What follows belongs to an exercise in optimizing a design on an open flow for small area; a production flow would make more cautious choices.
In this exercise RTL edits were held to simulation tests only and were not proved equivalent to the original.
Power figures rest on the tool's default switching activity, not on a simulated workload.

--- config.mk ---
export PLATFORM = sky130hd
export DESIGN_NAME = Smiley_Block_T
export DESIGN_NICKNAME = Smiley_Block_T
export VERILOG_FILES = /design/flow/design.v
export SDC_FILE = /design/flow/constraint.sdc
export NUM_CORES = 4
export LEC_CHECK = 0
export CAP_MARGIN = 20
export CORE_MARGIN = 2
export CORE_UTILIZATION = 40
export SLEW_MARGIN = 20
--- design.v ---
module	smiley_move	(	
					input	logic	clk,
					input	logic	resetN,
					input	logic	startOfFrame,   
					input	logic	up_key,   
					input	logic	down_key,   
					input	logic	right_key,   
					input	logic	left_key,   
					input logic collision,   
					input	logic	[3:0] HitEdgeCode,  
					output	 logic signed 	[10:0]	topLeftX,  
					output	 logic signed	[10:0]	topLeftY,   
					output    logic         [1:0]    direction,
					output    logic         move   
);
parameter int INITIAL_X = 280;
parameter int INITIAL_Y = 185;
parameter int SPEED = 150;
parameter int up = 0;
parameter int down = 1;
parameter int right = 2;
parameter int left = 3;
localparam int MAX_Y_speed = 400;
const int	FIXED_POINT_MULTIPLIER	=	64;  
const int   OBJECT_WIDTH_X = 64;
const int   OBJECT_HIGHT_Y = 64;
const int	SafetyMargin =	2;
const int	x_FRAME_LEFT	=	(SafetyMargin)* FIXED_POINT_MULTIPLIER; 
const int	x_FRAME_RIGHT	=	(639 - SafetyMargin - OBJECT_WIDTH_X)* FIXED_POINT_MULTIPLIER; 
const int	y_FRAME_TOP		=	(SafetyMargin) * FIXED_POINT_MULTIPLIER;
const int	y_FRAME_BOTTOM	=	(479 -SafetyMargin - OBJECT_HIGHT_Y ) * FIXED_POINT_MULTIPLIER;  
enum  logic [2:0] {IDLE_ST,  
					MOVE_ST,  
					WAIT_FOR_EOF_ST,  
					POSITION_CHANGE_ST, 
					POSITION_LIMITS_ST  
					}  SM_PS, 
						SM_NS ;
 int Xspeed_PS,  Xspeed_NS  ;  
 int Yspeed_PS,  Yspeed_NS  ; 
 int Xposition_PS, Xposition_NS ;  
 int Yposition_PS, Yposition_NS ;  
 int direction_PS, direction_NS ;  
 always_ff @(posedge clk or negedge resetN)
		begin : fsm_sync_proc
			if (resetN == 1'b0) begin 
				SM_PS <= IDLE_ST ; 
				Xspeed_PS <= 0   ; 
				Yspeed_PS <= 0  ; 
				Xposition_PS <= 0  ; 
				Yposition_PS <= 0   ;
				direction_PS <= 0;
			end 	
			else begin 
				SM_PS  <= SM_NS ;
				Xspeed_PS   <= Xspeed_NS    ; 
				Yspeed_PS    <=   Yspeed_NS  ; 
				Xposition_PS <=  Xposition_NS    ; 
				Yposition_PS <=  Yposition_NS    ;
				direction_PS <= direction_NS  ;
			end ; 
		end  
always_comb 
begin
		 SM_NS = SM_PS  ;
		 Xspeed_NS  = Xspeed_PS ; 
		 Yspeed_NS  = Yspeed_PS  ; 
		 Xposition_NS =  Xposition_PS ; 
		 Yposition_NS  = Yposition_PS ; 
		 direction_NS = direction_PS  ;
	case(SM_PS)
		IDLE_ST: begin
		 Xspeed_NS  = SPEED ; 
		 Yspeed_NS  = SPEED  ; 
		 Xposition_NS = INITIAL_X; 
		 Yposition_NS = INITIAL_Y; 
		 if (startOfFrame) 
				SM_NS = MOVE_ST ;
	end
		MOVE_ST:  begin      
			if (up_key) begin
						Yspeed_NS = -SPEED ;
						Xspeed_NS = 0 ;
						direction_NS = up;
			end 
			else if (down_key) begin
						Yspeed_NS = SPEED ;
						Xspeed_NS = 0 ;
						direction_NS = down;
			end 
			else if (right_key) begin
						Yspeed_NS = 0 ;
						Xspeed_NS = SPEED ;
						direction_NS = right;
			end 
			else if (left_key) begin
						Yspeed_NS = 0 ;
						Xspeed_NS = -SPEED ;
						direction_NS = left;
			end 
			if (collision) begin   
					if (HitEdgeCode [2] == 1 )   
								Yposition_NS = Yposition_PS + SafetyMargin;
								Yspeed_NS = 0 ; 
					if ( HitEdgeCode [0] == 1 ) 
							Yposition_NS = Yposition_PS - SafetyMargin;
							Yspeed_NS = 0 ; 
					if (HitEdgeCode [3] == 1)   
						Xposition_NS = Xposition_PS + SafetyMargin;
						Xspeed_NS = 0 ; 
					if ( HitEdgeCode [1] == 1 )    
						Xposition_NS = Xposition_PS - SafetyMargin;
						Xspeed_NS = 0 ; 
					SM_NS = WAIT_FOR_EOF_ST ; 
				end 	
			if (startOfFrame) 
						SM_NS = POSITION_CHANGE_ST ; 
		end 
		WAIT_FOR_EOF_ST: begin   
			if (startOfFrame) 
				SM_NS = POSITION_CHANGE_ST ; 
		end 
 		POSITION_CHANGE_ST : begin   
			 Xposition_NS =  Xposition_PS + Xspeed_PS; 
			 Yposition_NS  = Yposition_PS + Yspeed_PS ;
				SM_NS = POSITION_LIMITS_ST ; 
		end
		POSITION_LIMITS_ST : begin   
				 if (Xposition_PS < x_FRAME_LEFT ) 
						begin  
							Xposition_NS = x_FRAME_LEFT; 
							if (Xspeed_PS < 0 )  
									Xspeed_NS = 0- Xspeed_PS ;  
						end ; 
				 if (Xposition_PS > x_FRAME_RIGHT) 
						begin  
							Xposition_NS = x_FRAME_RIGHT; 
							if (Xspeed_PS > 0 )  
									Xspeed_NS = 0- Xspeed_PS ;  
						end ; 
				if (Yposition_PS < y_FRAME_TOP ) 
						begin  
							Yposition_NS = y_FRAME_TOP; 
							if (Yspeed_PS < 0 )  
									Yspeed_NS = 0- Yspeed_PS ;  
						end ; 
				 if (Yposition_PS > y_FRAME_BOTTOM) 
						begin  
							Yposition_NS = y_FRAME_BOTTOM; 
							if (Yspeed_PS > 0 )  
									Yspeed_NS = 0- Yspeed_PS ;  
						end ;
			SM_NS = MOVE_ST ; 
		end
endcase   
end		
assign 	topLeftX = Xposition_PS / FIXED_POINT_MULTIPLIER ;    
assign 	topLeftY = Yposition_PS / FIXED_POINT_MULTIPLIER ;
assign   direction = direction_PS;    
assign	move = ( Yspeed_PS != 0 ||  Xspeed_PS != 0) ;
endmodule	
module	square_object	(	
					input		logic	clk,
					input		logic	resetN,
					input 	logic signed	[10:0] pixelX, 
					input 	logic signed	[10:0] pixelY,
					input 	logic signed	[10:0] topLeftX,  
					input 	logic	signed [10:0] topLeftY,    
					output 	logic	[10:0] offsetX, 
					output 	logic	[10:0] offsetY,
					output	logic	drawingRequest,  
					output	logic	[7:0]	 RGBout  
);
parameter  int OBJECT_WIDTH_X = 100;
parameter  int OBJECT_HEIGHT_Y = 100;
parameter  logic [7:0] OBJECT_COLOR = 8'h5b ; 
localparam logic [7:0] TRANSPARENT_ENCODING = 8'hFF ; 
int rightX ;  
int bottomY ;
logic insideBracket ; 
assign rightX	= (topLeftX + OBJECT_WIDTH_X);
assign bottomY	= (topLeftY + OBJECT_HEIGHT_Y);
assign	insideBracket  = 	 ( (pixelX  >= topLeftX) &&  (pixelX < rightX)  
						   && (pixelY  >= topLeftY) &&  (pixelY < bottomY) )  ;  
always_ff@(posedge clk or negedge resetN)
begin
	if(!resetN) begin
		RGBout			<=	8'b0;
		drawingRequest	<=	1'b0;
	end
	else begin 
	      RGBout <= TRANSPARENT_ENCODING ;  
			drawingRequest <= 1'b0 ; 
			offsetX	<= 0;  
			offsetY	<= 0;  
		if (insideBracket)  
		begin 
			RGBout  <= OBJECT_COLOR ;	 
			drawingRequest <= 1'b1 ;
			offsetX	<= (pixelX - topLeftX);  
			offsetY	<= (pixelY - topLeftY);
		end 
	end
end 
endmodule 
module	smileyBitMap	(	
					input	logic	clk,
					input	logic	resetN,
					input logic	[10:0] offsetX, 
					input logic	[10:0] offsetY,
					input	logic	InsideRectangle,  
					input    logic [1:0] direction,
					output	logic	drawingRequest,  
					output	logic	[7:0] RGBout,   
					output	logic	[3:0] HitEdgeCode  
 ) ;
localparam  int OBJECT_NUMBER_OF_Y_BITS = 5;   
localparam  int OBJECT_NUMBER_OF_X_BITS = 5;   
localparam  int OBJECT_HEIGHT_Y = 1 <<  OBJECT_NUMBER_OF_Y_BITS ;
localparam  int OBJECT_WIDTH_X = 1 <<  OBJECT_NUMBER_OF_X_BITS;
localparam  int OBJECT_HEIGHT_Y_DIVIDER = OBJECT_NUMBER_OF_Y_BITS - 2;  
localparam  int OBJECT_WIDTH_X_DIVIDER =  OBJECT_NUMBER_OF_X_BITS - 2;
localparam  int UP = 0;
localparam  int DOWN = 1;
localparam  int RIGHT = 2;
localparam  int LEFT = 3;
localparam logic [7:0] TRANSPARENT_ENCODING = 8'hFF ; 
wire logic[0:31][0:31][7:0] object_colors = {
	{8'hff,8'hff,8'hff,8'hff,8'hff,8'hff,8'hff,8'hff,8'hff,8'hff,8'hff,8'hff,8'hff,8'hff,8'hfc,8'hfc,8'hfc,8'hfc,8'hfc,8'hfe,8'hff,8'hff,8'hff,8'hff,8'hff,8'hff,8'hff,8'hff,8'hff,8'hff,8'hff,8'hff},
	{8'hff,8'hff,8'hff,8'hff,8'hff,8'hff,8'hff,8'hff,8'hff,8'hff,8'hfe,8'hfc,8'hfc,8'hfc,8'hfc,8'hfc,8'hfc,8'hfc,8'hfc,8'hfc,8'hfc,8'hfc,8'hfc,8'hff,8'hff,8'hff,8'hff,8'hff,8'hff,8'hff,8'hff,8'hff},
	{8'hff,8'hff,8'hff,8'hff,8'hff,8'hff,8'hff,8'hff,8'hfc,8'hfc,8'hfc,8'hfc,8'hfc,8'hfc,8'hfc,8'hfc,8'hfc,8'hfc,8'hfc,8'hfc,8'hfc,8'hfc,8'hfc,8'hfc,8'hfc,8'hff,8'hff,8'hff,8'hff,8'hff,8'hff,8'hff},
	{8'hff,8'hff,8'hff,8'hff,8'hff,8'hff,8'hff,8'hfc,8'hfc,8'hfc,8'hfc,8'hfc,8'hfc,8'hfc,8'hfc,8'hfc,8'hfc,8'hfc,8'hfc,8'hfc,8'hfc,8'hfc,8'hfc,8'hfc,8'hfc,8'hfc,8'hfc,8'hff,8'hff,8'hff,8'hff,8'hff},
	{8'hff,8'hff,8'hff,8'hff,8'hff,8'hfd,8'hfc,8'hfc,8'hfc,8'hfc,8'hfc,8'hfc,8'hfc,8'hfc,8'hfc,8'hfc,8'hfc,8'hfc,8'hfc,8'hfc,8'hfc,8'hfc,8'hfc,8'hfc,8'hfc,8'hfc,8'hfc,8'hfc,8'hff,8'hff,8'hff,8'hff},
	{8'hff,8'hff,8'hff,8'hff,8'hfd,8'hfc,8'hfc,8'hfc,8'hfc,8'hfc,8'hfc,8'hfc,8'hfc,8'hfc,8'hfc,8'hfc,8'hfc,8'hfc,8'hfc,8'hfc,8'hfc,8'hfc,8'hfc,8'hfc,8'hfc,8'hfc,8'hfc,8'hfc,8'hfc,8'hff,8'hff,8'hff},
	{8'hff,8'hff,8'hff,8'hff,8'hfc,8'hfc,8'hfc,8'hfc,8'hfc,8'hfc,8'hfc,8'hfc,8'hfc,8'hfc,8'hfc,8'hfc,8'hfc,8'hfc,8'hfc,8'hfc,8'hfc,8'hfc,8'hfc,8'hfc,8'hfc,8'hfc,8'hfc,8'hfc,8'hfc,8'hfc,8'hff,8'hff},
	{8'hff,8'hff,8'hff,8'hfc,8'hfc,8'hfc,8'hfc,8'hfc,8'hfc,8'hfc,8'hfc,8'hfc,8'hfc,8'hfc,8'hfc,8'hfc,8'hfc,8'hfc,8'hfc,8'hfc,8'hfc,8'hfc,8'hfc,8'hfc,8'hfc,8'hfc,8'hfc,8'hfc,8'hfc,8'hfc,8'hfc,8'hff},
	{8'hff,8'hff,8'hfc,8'hfc,8'hfc,8'hfc,8'hfc,8'hfc,8'hfc,8'hfc,8'hfc,8'hfc,8'hfc,8'hfc,8'hfc,8'hfc,8'hfc,8'hfc,8'hfc,8'hfc,8'hfc,8'hfc,8'hfc,8'hfc,8'hfc,8'hfc,8'hfc,8'hfc,8'hfc,8'hfc,8'hfc,8'hff},
	{8'hff,8'hff,8'hfc,8'hfc,8'hfc,8'hfc,8'hfc,8'hfc,8'hfc,8'hfc,8'hfc,8'hfc,8'hfc,8'hfc,8'hfc,8'hfc,8'hfc,8'hfc,8'hfc,8'hfc,8'hfc,8'hfc,8'hfc,8'hfc,8'hfc,8'hfc,8'hfc,8'hfc,8'hfc,8'hfc,8'hfd,8'hff},
	{8'hff,8'hfc,8'hfc,8'hfc,8'hfc,8'hfc,8'hfc,8'hfc,8'hfc,8'hfc,8'hfc,8'hfc,8'hfc,8'hfc,8'hfc,8'hfc,8'hfc,8'hfc,8'hfc,8'hfc,8'hfc,8'hfc,8'hfc,8'hfc,8'hfc,8'hfc,8'hfc,8'hfc,8'hfd,8'hff,8'hff,8'hff},
	{8'hff,8'hfc,8'hfc,8'hfc,8'hfc,8'hfc,8'hfc,8'hfc,8'hfc,8'hfc,8'hfc,8'hfc,8'hfc,8'hfc,8'hfc,8'hfc,8'hfc,8'hfc,8'hfc,8'hfc,8'hfc,8'hfc,8'hfc,8'hfc,8'hfc,8'hfc,8'hff,8'hff,8'hff,8'hff,8'hff,8'hff},
	{8'hff,8'hfc,8'hfc,8'hfc,8'hfc,8'hfc,8'hfc,8'hfc,8'hfc,8'hfc,8'hfc,8'hfc,8'hfc,8'hfc,8'hfc,8'hfc,8'hfc,8'hfc,8'hfc,8'hfc,8'hfc,8'hfc,8'hfc,8'hfc,8'hff,8'hff,8'hff,8'hff,8'hff,8'hff,8'hff,8'hff},
	{8'hfc,8'hfc,8'hfc,8'hfc,8'hfc,8'hfc,8'hfc,8'hfc,8'hfc,8'hfc,8'hfc,8'hfc,8'hfc,8'hfc,8'hfc,8'hfc,8'hfc,8'hfc,8'hfc,8'hfc,8'hfc,8'hfc,8'hff,8'hff,8'hff,8'hff,8'hff,8'hff,8'hff,8'hff,8'hff,8'hff},
	{8'hfc,8'hfc,8'hfc,8'hfc,8'hfc,8'hfc,8'hfc,8'hfc,8'hfc,8'hfc,8'hfc,8'hfc,8'hfc,8'hfc,8'hfc,8'hfc,8'hfc,8'hfc,8'hfc,8'hfc,8'hff,8'hff,8'hff,8'hff,8'hff,8'hff,8'hff,8'hff,8'hff,8'hff,8'hff,8'hff},
	{8'hfc,8'hfc,8'hfc,8'hfc,8'hfc,8'hfc,8'hfc,8'hfc,8'hfc,8'hfc,8'hfc,8'hfc,8'hfc,8'hfc,8'hfc,8'hfc,8'hfc,8'hfc,8'hff,8'hff,8'hff,8'hff,8'hff,8'hff,8'hff,8'hff,8'hff,8'hff,8'hff,8'hff,8'hff,8'hff},
	{8'hfc,8'hfc,8'hfc,8'hfc,8'hfc,8'hfc,8'hfc,8'hfc,8'hfc,8'hfc,8'hfc,8'hfc,8'hfc,8'hfc,8'hfc,8'hfc,8'hfc,8'hfc,8'hff,8'hff,8'hff,8'hff,8'hff,8'hff,8'hff,8'hff,8'hff,8'hff,8'hff,8'hff,8'hff,8'hff},
	{8'hfc,8'hfc,8'hfc,8'hfc,8'hfc,8'hfc,8'hfc,8'hfc,8'hfc,8'hfc,8'hfc,8'hfc,8'hfc,8'hfc,8'hfc,8'hfc,8'hfc,8'hfc,8'hfc,8'hfc,8'hff,8'hff,8'hff,8'hff,8'hff,8'hff,8'hff,8'hff,8'hff,8'hff,8'hff,8'hff},
	{8'hfc,8'hfc,8'hfc,8'hfc,8'hfc,8'hfc,8'hfc,8'hfc,8'hfc,8'hfc,8'hfc,8'hfc,8'hfc,8'hfc,8'hfc,8'hfc,8'hfc,8'hfc,8'hfc,8'hfc,8'hfc,8'hfc,8'hff,8'hff,8'hff,8'hff,8'hff,8'hff,8'hff,8'hff,8'hff,8'hff},
	{8'hff,8'hfc,8'hfc,8'hfc,8'hfc,8'hfc,8'hfc,8'hfc,8'hfc,8'hfc,8'hfc,8'hfc,8'hfc,8'hfc,8'hfc,8'hfc,8'hfc,8'hfc,8'hfc,8'hfc,8'hfc,8'hfc,8'hfc,8'hfc,8'hff,8'hff,8'hff,8'hff,8'hff,8'hff,8'hff,8'hff},
	{8'hff,8'hfc,8'hfc,8'hfc,8'hfc,8'hfc,8'hfc,8'hfc,8'hfc,8'hfc,8'hfc,8'hfc,8'hfc,8'hfc,8'hfc,8'hfc,8'hfc,8'hfc,8'hfc,8'hfc,8'hfc,8'hfc,8'hfc,8'hfc,8'hfc,8'hfc,8'hff,8'hff,8'hff,8'hff,8'hff,8'hff},
	{8'hff,8'hfc,8'hfc,8'hfc,8'hfc,8'hfc,8'hfc,8'hfc,8'hfc,8'hfc,8'hfc,8'hfc,8'hfc,8'hfc,8'hfc,8'hfc,8'hfc,8'hfc,8'hfc,8'hfc,8'hfc,8'hfc,8'hfc,8'hfc,8'hfc,8'hfc,8'hfc,8'hfc,8'hff,8'hff,8'hff,8'hff},
	{8'hff,8'hff,8'hfc,8'hfc,8'hfc,8'hfc,8'hfc,8'hfc,8'hfc,8'hfc,8'hfc,8'hfc,8'hfc,8'hfc,8'hfc,8'hfc,8'hfc,8'hfc,8'hfc,8'hfc,8'hfc,8'hfc,8'hfc,8'hfc,8'hfc,8'hfc,8'hfc,8'hfc,8'hfc,8'hfc,8'hff,8'hff},
	{8'hff,8'hff,8'hfc,8'hfc,8'hfc,8'hfc,8'hfc,8'hfc,8'hfc,8'hfc,8'hfc,8'hfc,8'hfc,8'hfc,8'hfc,8'hfc,8'hfc,8'hfc,8'hfc,8'hfc,8'hfc,8'hfc,8'hfc,8'hfc,8'hfc,8'hfc,8'hfc,8'hfc,8'hfc,8'hfc,8'hfc,8'hff},
	{8'hff,8'hff,8'hff,8'hfc,8'hfc,8'hfc,8'hfc,8'hfc,8'hfc,8'hfc,8'hfc,8'hfc,8'hfc,8'hfc,8'hfc,8'hfc,8'hfc,8'hfc,8'hfc,8'hfc,8'hfc,8'hfc,8'hfc,8'hfc,8'hfc,8'hfc,8'hfc,8'hfc,8'hfc,8'hfc,8'hfc,8'hff},
	{8'hff,8'hff,8'hff,8'hfd,8'hfc,8'hfc,8'hfc,8'hfc,8'hfc,8'hfc,8'hfc,8'hfc,8'hfc,8'hfc,8'hfc,8'hfc,8'hfc,8'hfc,8'hfc,8'hfc,8'hfc,8'hfc,8'hfc,8'hfc,8'hfc,8'hfc,8'hfc,8'hfc,8'hfc,8'hfc,8'hff,8'hff},
	{8'hff,8'hff,8'hff,8'hff,8'hfc,8'hfc,8'hfc,8'hfc,8'hfc,8'hfc,8'hfc,8'hfc,8'hfc,8'hfc,8'hfc,8'hfc,8'hfc,8'hfc,8'hfc,8'hfc,8'hfc,8'hfc,8'hfc,8'hfc,8'hfc,8'hfc,8'hfc,8'hfc,8'hfc,8'hff,8'hff,8'hff},
	{8'hff,8'hff,8'hff,8'hff,8'hff,8'hfc,8'hfc,8'hfc,8'hfc,8'hfc,8'hfc,8'hfc,8'hfc,8'hfc,8'hfc,8'hfc,8'hfc,8'hfc,8'hfc,8'hfc,8'hfc,8'hfc,8'hfc,8'hfc,8'hfc,8'hfc,8'hfc,8'hfc,8'hff,8'hff,8'hff,8'hff},
	{8'hff,8'hff,8'hff,8'hff,8'hff,8'hff,8'hff,8'hfc,8'hfc,8'hfc,8'hfc,8'hfc,8'hfc,8'hfc,8'hfc,8'hfc,8'hfc,8'hfc,8'hfc,8'hfc,8'hfc,8'hfc,8'hfc,8'hfc,8'hfc,8'hfc,8'hfc,8'hff,8'hff,8'hff,8'hff,8'hff},
	{8'hff,8'hff,8'hff,8'hff,8'hff,8'hff,8'hff,8'hff,8'hfc,8'hfc,8'hfc,8'hfc,8'hfc,8'hfc,8'hfc,8'hfc,8'hfc,8'hfc,8'hfc,8'hfc,8'hfc,8'hfc,8'hfc,8'hfc,8'hfc,8'hff,8'hff,8'hff,8'hff,8'hff,8'hff,8'hff},
	{8'hff,8'hff,8'hff,8'hff,8'hff,8'hff,8'hff,8'hff,8'hff,8'hff,8'hfc,8'hfc,8'hfc,8'hfc,8'hfc,8'hfc,8'hfc,8'hfc,8'hfc,8'hfc,8'hfc,8'hfc,8'hfc,8'hff,8'hff,8'hff,8'hff,8'hff,8'hff,8'hff,8'hff,8'hff},
	{8'hff,8'hff,8'hff,8'hff,8'hff,8'hff,8'hff,8'hff,8'hff,8'hff,8'hff,8'hff,8'hff,8'hfd,8'hfc,8'hfc,8'hfc,8'hfc,8'hfc,8'hfc,8'hff,8'hff,8'hff,8'hff,8'hff,8'hff,8'hff,8'hff,8'hff,8'hff,8'hff,8'hff}};
wire logic [0:3] [0:3] [3:0] hit_colors = 
		  {16'hC446,     
			16'h8C62,    
			16'h8932,
			16'h9113};
always_ff@(posedge clk or negedge resetN)
begin
	if(!resetN) begin
		HitEdgeCode <= 4'h0;
		RGBout <= 8'h00;
	end
	else begin
		RGBout <= TRANSPARENT_ENCODING ;  
		HitEdgeCode <= 4'h0;
		if (InsideRectangle == 1'b1 ) 
		begin  
			HitEdgeCode <= hit_colors[offsetY >> OBJECT_HEIGHT_Y_DIVIDER][offsetX >> OBJECT_WIDTH_X_DIVIDER];	 
			case(direction)
				UP: RGBout <= object_colors[offsetX][OBJECT_HEIGHT_Y-offsetY -1];
				DOWN: RGBout <= object_colors[offsetX][offsetY];
				RIGHT: RGBout <= object_colors[offsetY][offsetX];
				LEFT: RGBout <= object_colors[offsetY][OBJECT_WIDTH_X-offsetX -1];
			endcase
		end  	
	end
end
assign drawingRequest = (RGBout != TRANSPARENT_ENCODING ) ? 1'b1 : 1'b0 ;  
endmodule
module	Smiley_Block_T	(
					input	logic	clk,
					input	logic	resetN,
					input	logic	startOfFrame,
					input	logic	[10:0] pixelX,
					input	logic	[10:0] pixelY,
					input	logic	collision,
					input	logic	up_key,
					input	logic	down_key,
					input	logic	right_key,
					input	logic	left_key,
					output	logic	smileyDR,
					output	logic	[7:0] smileyRGB,
					output	logic	move,
					output	logic	[10:0] topLeftX,
					output	logic	[10:0] topLeftY
);
logic	[10:0] offsetX;
logic	[10:0] offsetY;
logic	insideRect;
logic	[7:0] squareRGB;
logic	[1:0] direction;
logic	[3:0] HitEdgeCode;
smiley_move #(
	.INITIAL_X(280),
	.INITIAL_Y(185),
	.SPEED(40),
	.up(0),
	.down(1),
	.right(2),
	.left(3)
) inst (
	.clk(clk),
	.resetN(resetN),
	.startOfFrame(startOfFrame),
	.up_key(up_key),
	.down_key(down_key),
	.right_key(right_key),
	.left_key(left_key),
	.collision(collision),
	.HitEdgeCode(HitEdgeCode),
	.topLeftX(topLeftX),
	.topLeftY(topLeftY),
	.direction(direction),
	.move(move)
);
square_object #(
	.OBJECT_WIDTH_X(32),
	.OBJECT_HEIGHT_Y(32),
	.OBJECT_COLOR(8'h00)
) inst6 (
	.clk(clk),
	.resetN(resetN),
	.pixelX(pixelX),
	.pixelY(pixelY),
	.topLeftX(topLeftX),
	.topLeftY(topLeftY),
	.offsetX(offsetX),
	.offsetY(offsetY),
	.drawingRequest(insideRect),
	.RGBout(squareRGB)
);
smileyBitMap inst1 (
	.clk(clk),
	.resetN(resetN),
	.offsetX(offsetX),
	.offsetY(offsetY),
	.InsideRectangle(insideRect),
	.direction(direction),
	.drawingRequest(smileyDR),
	.RGBout(smileyRGB),
	.HitEdgeCode(HitEdgeCode)
);
endmodule
--- run.sh ---
#!/bin/bash
# synth_recipe.tcl (not shown) runs the flow's synth.tcl, then flattens the netlist and writes it again
# the make line also repeats each setting of config.mk as NAME=value (left out here)
make -C /OpenROAD-flow-scripts/flow DESIGN_CONFIG=/design/flow/config.mk WORK_HOME=/design/flow/orfs CLKGATE_MAP_FILE= SYNTH_SCRIPT=/design/flow/synth_recipe.tcl finish
--- constraint.sdc ---
create_clock -name core_clock -period 8.0 [get_ports {clk}]
set_input_delay 1.6000 -clock core_clock [delete_from_list [all_inputs] [get_ports {clk}]]
set_output_delay 1.6000 -clock core_clock [all_outputs]
set_load 0.01 [all_outputs]
==> results.txt <==
-- stage by stage --
| step | hold slack [ns] | worst slack, ns | power, µW | utilization |
|---|---|---|---|---|
| final | 0.5541 | 2.436 | 7421 | 0.4452 |
| after global routing | 0.5770 | 2.205 | 8095 | 0.4452 |
| after CTS | 0.5580 | 2.428 | 7376 | 0.4452 |
| after detailed placement | 0.5459 | 2.906 | 6458 | 0.4320 |
| after global placement | 0.5290 | 3.022 | 6388 | 0.4317 |
| after floorplan | 0.4433 | 3.766 | 5175 | - |
-- kinds of logic (layout without fill, tap and decap cells) --
family          after synthesis  after routing  share of synthesized area
compound gates              857            857                     0.2822
xor+xnor                    216            216                    0.09947
fa+ha+maj                   213            213                     0.1443
buf+inv                     222            238                    0.04553
flops                       163            163                     0.2203
mux                          24             24                    0.01559
simple gates                775            775                     0.1926
-- cell type report --
type,count,area [µm²],share of cell area
timing repair buffer,85,799.5,0.03842
clock buffer,18,450.4,0.02164
sequential,163,4190,0.2013
clock inverter,14,163.9,0.007875
tap,607,759.5,0.03649
inverter,121,454.2,0.02182
multi-input combinational,2085,13990,0.6724
-- layout by cell type (no fill, tap or decap), types with 9 or more instances in the layout --
master / instances
o21ai_0: 254
clkdlybuf4s50_1: 60
nand2b_1: 36
a211oi_1: 16
o311ai_0: 20
and2_1: 11
a21o_1: 78
clkbuf_16: 18
o211ai_1: 16
fa_1: 11
xor2_1: 69
a21oi_1: 240
inv_1: 120
o31ai_1: 21
o21a_1: 18
mux2i_1: 15
a22o_1: 15
nand3_1: 59
nor2b_1: 20
o41ai_1: 13
o21bai_1: 23
nand2_1: 242
nor4_1: 31
dfrtp_1: 140
and3_1: 20
a31oi_1: 23
buf_4: 23
nor3_1: 78
edfxtp_1: 22
xnor2_1: 147
a22oi_1: 12
o22ai_1: 12
nor2_1: 190
nand4_1: 22
ha_1: 201
or2_2: 9
or3_1: 15
-- power by group through the flow --
stage / combinational, µW / clock [µW] / sequential, µW
after global placement: 4850 / 0 / 1540
after detailed placement: 4910 / 0 / 1540
after CTS: 4940 / 905 / 1530
after floorplan: 3820 / 0 / 1350
after global routing: 5580 / 935 / 1580
final: 5000 / 887 / 1530
-- routing by layer --
metal	track usage	vias to the layer above	share of wire
met4	0.07018	0	0.025
met1	0.3068	8783	0.46
met5	0	-	0
met3	0.02902	90	0.041
met2	0.3975	476	0.47
li1	-	9072	-
-- registers in the layout (all words and copies together) (netlist names) --
name                  flops
inst.SM_PS                3
inst1.HitEdgeCode         4
inst6.offsetX            11
inst1.RGBout              3
inst.Yposition_PS        32
inst.Yspeed_PS           32
inst6.offsetY            11
inst.direction_PS         2
inst.Xposition_PS        32
inst.Xspeed_PS           32
inst6.drawingRequest      1
-- path summary, 6_finish.rpt --
kind | slack, ns | endpoint | cells after the start | start
setup reg to reg | 3.16 | inst.Yspeed_PS[23] | 16 | inst.Yspeed_PS[8]
hold / removal | 0.55 | inst.Xspeed_PS[23] | 2 | inst.Xspeed_PS[23]
min in group asynchronous | 1.08 | inst.Yposition_PS[25] | 1 | resetN
hold reg to reg | 0.55 | inst.Xspeed_PS[23] | 2 | inst.Xspeed_PS[23]
setup / recovery | 2.44 | move | 11 | inst.Xspeed_PS[1]
max in group asynchronous | 5.44 | inst.SM_PS[1] | 2 | resetN
-- critical path: cells and delay by family (launching register included) --
family                   cells  cell delay, ns
adder cells (fa/ha/maj)      1            0.21
buffers and inverters        2            0.61
flip-flops                   1            0.45
AND/OR/NAND/NOR              8            2.24
==> results.py <==
metrics = {
    "clock_network": {
        "cts_tree": "built",
        "cts-root-buf": "clkbuf_16",
        "htree_num_levels": 4,
        "path_clk_slew_ns": 0.07,
        "postCtsHoldBufs": 0,
        "ctsResizeCount": 0,
        "clock_sinks": 163,
        "cts_buffers": 17,
        "post_cts_buffers": 0,
        "clock_tree.buffer_depth": 2,
        "clkLatencyLatePin_ns": 0.47,
    },
    "synthesis": {
        "async_flop_share": 0.8650,
        "synth_flop_cell": "dfrtp_1",
        "syn-num-nets": 2712,
        "netlist.area_leader.share": 0.1855,
        "synth.avg_cell_area_um2": 7.700,
        "synth_cell_types": 90,
        "ys_warn_count": 3,
        "synth_area_leader_cell": "dfrtp_1",
        "synth_cells": 2470,
        "synthTopCellsByCount": "o21ai_0 (254), nand2_1 (243), a21oi_1 (241), ha_1 (201), nor2_1 (192)",
        "synth.area.top_cells": "dfrtp_1 (19%), ha_1 (13%), xnor2_1 (6.8%)",
        "synthesis.area_um2": 19020,
        "synth-seq-area-share": 0.2203,
        "synth.most_common_cell": "o21ai_0",
        "ys_seq_elements": 163,
        "synth_edf_count": 22,
    },
    "global_route": {
        "overflow": 0,
        "antenna_found_initial": 0,
        "grtUsageTotal": 0.2329,
        "grt_pass1_vias": 17610,
        "grt_pass1_wl_mm": 93.43,
        "grt_start_max_net_pins": 71,
    },
    "sta": {
        "fmax_mhz": 179.7,
        "skew_ns": 0.01492,
        "hold_viol": 0,
        "rsz0062_at_grt": "false",
        "slew_headroom": 0.3591,
        "fin_crit_ns": 5.564,
        "finalSetupViolCount": 0,
        "period_share": 0.6955,
        "fin_setup_tns_ns": 0,
        "timing.final.max_slew_violations": 0,
        "tightest_slew_ns": 0.9613,
    },
    "drt": {
        "drt_iter0_drc": 1530,
        "firstDrtPassIters": 6,
        "vias": 18420,
        "wl_per_cell_um": 18.68,
        "drt-vias-per-instance": 5.956,
        "drcViolationCount": 0,
        "antenna_violating_nets_post_route": 0,
        "finalWirelength_mm": 57.78,
    },
    "final_layout": {
        "fin_cells": 3093,
        "fin_area_um2": 20810,
        "drive_above_1_share": 0.04143,
        "n_fill_cell": 4614,
        "final_nets": 2715,
        "syn_to_final_growth_pct": 9.434,
        "n_antenna_cell": 0,
    },
    "critical_path": {
        "cp_max_fo": 6,
        "start_kind": "flop",
        "slowest_stage": "clkdlybuf4s50_1",
        "crit_arrival_ns": 3.96,
        "crit_top_cell": "or3_1",
        "path_class": "reg -> out",
        "critical_path.max_stage_delay_ns": 0.51,
        "crit_required_ns": 6.40,
        "end_kind": "output port",
        "path_cells": "inv_1 -> ha_1 -> nand3_1 -> nor2_1 -> and3_1 -> nand2_1 -> or3_1 -> or4_1 -> or3_1 -> or2_1 -> clkdlybuf4s50_1",
    },
    "floorplan": {
        "start_util": 0.4068,
        "die_h_um": 222.1,
        "std_cell_rows": 79,
        "die_w_um": 222.1,
        "core_area_um2": 46750,
        "die_area_um2": 49310,
        "ioPinCount": 62,
    },
    "power_and_ir_drop": {
        "powerDensity_nw_per_um2": 356.5,
        "p_leak_uw": 0.009400,
        "power_frac_comb": 0.674,
        "p_int_uw": 3443,
        "p_switching_uw": 3977,
        "p_clk_frac": 0.120,
        "ir_drop_uv": 217.7,
        "power.share.sequential": 0.207,
        "switching_share": 0.5360,
    },
    "min_path": {
        "hold_class": "reg -> reg",
    },
    "placement": {
        "dpl-instance-area_um2": 20200,
        "gp_congestion": 0.9070,
        "dp_hpwl_mm": 43.70,
        "port_buffers": 61,
        "dpl.cell_count": 3061,
    },
    "job": {
        "maxCapViolations": 0,
    },
    "run_status": {
        "status": "complete, no violations",
    },
}

==> what the ideal ports hide <==
The flow's constraints put no driver on any port. The routed layout listed below was extracted and timed again, unchanged, in two steps.
Step 1: set_driving_cell puts a clkbuf_16 on clk and a buf_2 on each other input, an assumption about the parent block.
Step 2 adds t to the input delays and takes it off the output delays; t is the mean of the earliest and latest rising clock arrival at the registers after step 1. Input paths then give back, and output paths get back, about the clock's delay inside the block.
Slacks: ideal ports / drivers / drivers and shift; pairs: ideal ports / drivers.
t, ns: 0.516
setup slack, ns: 2.436 / 2.378 / 2.895
pins driven straight from the clock port: 1
After both steps this run still meets setup and hold. For this run, drivers alone change the setup slack by -0.058 ns; drivers and shift together by +0.459 ns.
